From an optimization exercise on the open Yosys and OpenROAD flow, aimed at small area; shortcuts taken in it are not production practice.
RTL that was checked went through simulation tests only; none was proved equivalent to the original.
Power figures rest on the tool's default switching activity, not on a simulated workload.

==> inputs of trial 13 <==
## csi2_rx_core
module csi2_rx_core
(
  input                 clk_i,
  input                 rst_i,
  input                 enable_i,
  input  [15 : 0]       byte_data_i,
  input  [1 : 0]        hs_data_valid_i,
  output logic          header_err_o,
  output logic          corr_header_err_o,
  output logic          crc_err_o,
  output logic          frame_start_o,
  output logic          frame_end_o,
  output logic [39 : 0] px_tdata_o,
  output logic          px_tvalid_o,
  output logic          px_tlast_o
);
make LEC_CHECK=0 CAP_MARGIN=20 CORE_MARGIN=2 CORE_UTILIZATION=40 CTS_BUF_LIST=sky130_fd_sc_hd__clkbuf_8 CTS_CLUSTER_DIAMETER=60 CTS_CLUSTER_SIZE=16 SLEW_MARGIN=20 finish   # period 5.0 ns
run.sh (not shown) runs the stock make flow with config.mk's settings and CLKGATE_MAP_FILE= SYNTH_SCRIPT=/design/flow/synth_recipe.tcl, a recipe that flattens the netlist after the stock synthesis.
==> build 33 (differences from trial 13) <==
--- a/flow/design.v
+++ b/flow/design.v
@@ -391,64 +391,40 @@
       if( ax_tvalid )
         begin
           frame_start_o <= pl_state == IDLE_S && ax_data[5 : 0] == 6'h00;
           frame_end_o   <= pl_state == IDLE_S && ax_data[5 : 0] == 6'h01;
         end
       pl_tvalid <= pl_state == RUN_S && ax_tvalid && !pl_done;
     end
-localparam bit [2 : 0] G1_S = 3'd0;
-localparam bit [2 : 0] G2_S = 3'd1;
-localparam bit [2 : 0] G3_S = 3'd2;
-localparam bit [2 : 0] G4_S = 3'd3;
-localparam bit [2 : 0] G5_S = 3'd4;
-logic [2 : 0]  gb_state;
+logic [4 : 0]  gb_st;
 logic [31 : 8] gb_prev;
 always_ff @( posedge clk_i )
   if( pl_tvalid )
     gb_prev <= ax_data[31 : 8];
 always_ff @( posedge clk_i, posedge rst_i )
   if( rst_i )
     begin
-      gb_state    <= G1_S;
+      gb_st       <= 5'b00001;
       px_tdata_o  <= '0;
       px_tvalid_o <= 1'b0;
       px_tlast_o  <= 1'b0;
     end
   else
     begin
-      px_tvalid_o <= gb_state != G1_S && pl_tvalid;
+      px_tvalid_o <= !gb_st[0] && pl_tvalid;
       if( pl_tvalid )
         begin
           px_tlast_o <= pl_tlast;
-          case( gb_state )
-            G1_S:
-              begin
-                px_tdata_o[31 : 0] <= ax_data;
-                if( !pl_tlast )
-                  gb_state <= G2_S;
-              end
-            G2_S:
-              begin
-                px_tdata_o[39 : 32] <= ax_data[7 : 0];
-                gb_state <= pl_tlast ? G1_S : G3_S;
-              end
-            G3_S:
-              begin
-                px_tdata_o <= { ax_data[15 : 0], gb_prev[31 : 8] };
-                gb_state <= pl_tlast ? G1_S : G4_S;
-              end
-            G4_S:
-              begin
-                px_tdata_o <= { ax_data[23 : 0], gb_prev[31 : 16] };
-                gb_state <= pl_tlast ? G1_S : G5_S;
-              end
-            G5_S:
-              begin
-                px_tdata_o <= { ax_data[31 : 0], gb_prev[31 : 24] };
-                gb_state <= G1_S;
-              end
-            default:
-              gb_state <= gb_state;
-          endcase
+          gb_st      <= ( pl_tlast || gb_st[4] ) ? 5'b00001 : { gb_st[3 : 0], 1'b0 };
+          if( gb_st[0] )
+            px_tdata_o[31 : 0] <= ax_data;
+          if( gb_st[1] )
+            px_tdata_o[39 : 32] <= ax_data[7 : 0];
+          if( gb_st[2] )
+            px_tdata_o <= { ax_data[15 : 0], gb_prev[31 : 8] };
+          if( gb_st[3] )
+            px_tdata_o <= { ax_data[23 : 0], gb_prev[31 : 16] };
+          if( gb_st[4] )
+            px_tdata_o <= { ax_data[31 : 0], gb_prev[31 : 24] };
         end
     end
 endmodule
==> flow/flow/run.sh (new file) <==
#!/bin/bash
# The standard layout flow; only the port buffers are the smallest
# buffer cell instead of the delay buffer buffer_ports picks by default.
bash standard.sh BUFFER_PORTS_ARGS="-buffer_cell sky130_fd_sc_hd__buf_1" finish > standard.log 2>&1
==> flow/standard.sh (new file) <==
#!/bin/bash
# synth_recipe.tcl (not shown) runs the flow's synth.tcl, then flattens the netlist and writes it again
# the make line also repeats each setting of config.mk as NAME=value (left out here)
make -C /OpenROAD-flow-scripts/flow DESIGN_CONFIG=/design/flow/config.mk WORK_HOME=/design/flow/orfs CLKGATE_MAP_FILE= SYNTH_SCRIPT=/design/flow/synth_recipe.tcl "${@:-finish}"
Settings changed: CORE_UTILIZATION 40 to 65.
removed: flow/run.sh
==> summary.txt <==
item                                                                     trial 13      build 33
Outcome                                                  timing/DRC/antenna clean  timing/DRC/antenna clean
Post-synthesis area per instance                                         11.2 um2      11.1 um2
Total power divided by cell area                                       277 nW/um2    297 nW/um2
Worst Min Path Start                                                  ba_byte[14]    ba_byte[2]
Share of final-layout standard cells stronger than drive strength 1        0.0774        0.0682
Via Count                                                                   11179         11002
Dpl ws                                                                     652 ps       1100 ps
Reg-to-reg critical path startpoint                                  hdr_word[22]  hdr_word[23]
Synth Area in Simple Gates                                                  0.125         0.127
Combinational share of power                                                0.016         0.015
Sequential share of cell area                                               0.490         0.516
Number of well-tap cells placed                                               539           330
Area after DPL                                                          18000 um2     17200 um2
Clock latency on the worst-skew pair                                       610 ps        560 ps
Syn Inst Count                                                               1491          1500
Register clock-pin slew on the reported worst setup and hold paths         100 ps         90 ps
Signal buf overhead                                                        0.0462        0.0203
Area occupied by multi-input gates                                       7180 um2      7040 um2
For trial 13, only the layout was checked, not whether the RTL still works.

## afterwards: timing with drivers on the ports
No port has a modelled driver above. Below, the same layouts with a new extraction and two added sets of constraints.
Step 1 assumes that a clkbuf_16 drives the clock port and a buf_2 every other input.
Step 2 times the ports against the registers' clock, not the clock port: input delays grow and output delays shrink by t, the midpoint of the rising clock arrivals with the driver on.
Slacks: ideal / step 1 / step 2; pairs: ideal / step 1.
| run | t (ns) | setup WS [ns] | worst hold slack (ns) | latest minus earliest clock arrival (ns) |
|---|---|---|---|---|
| trial 13 | 0.637 | 0.603 / 0.603 / 0.603 | 0.315 / 0.315 / 0.315 | 0.040 / 0.040 |
| build 33 | 0.585 | 1.031 / 1.031 / 1.031 | 0.333 / 0.333 / 0.333 | 0.029 / 0.030 |
After both steps setup and hold are still met in every run listed.
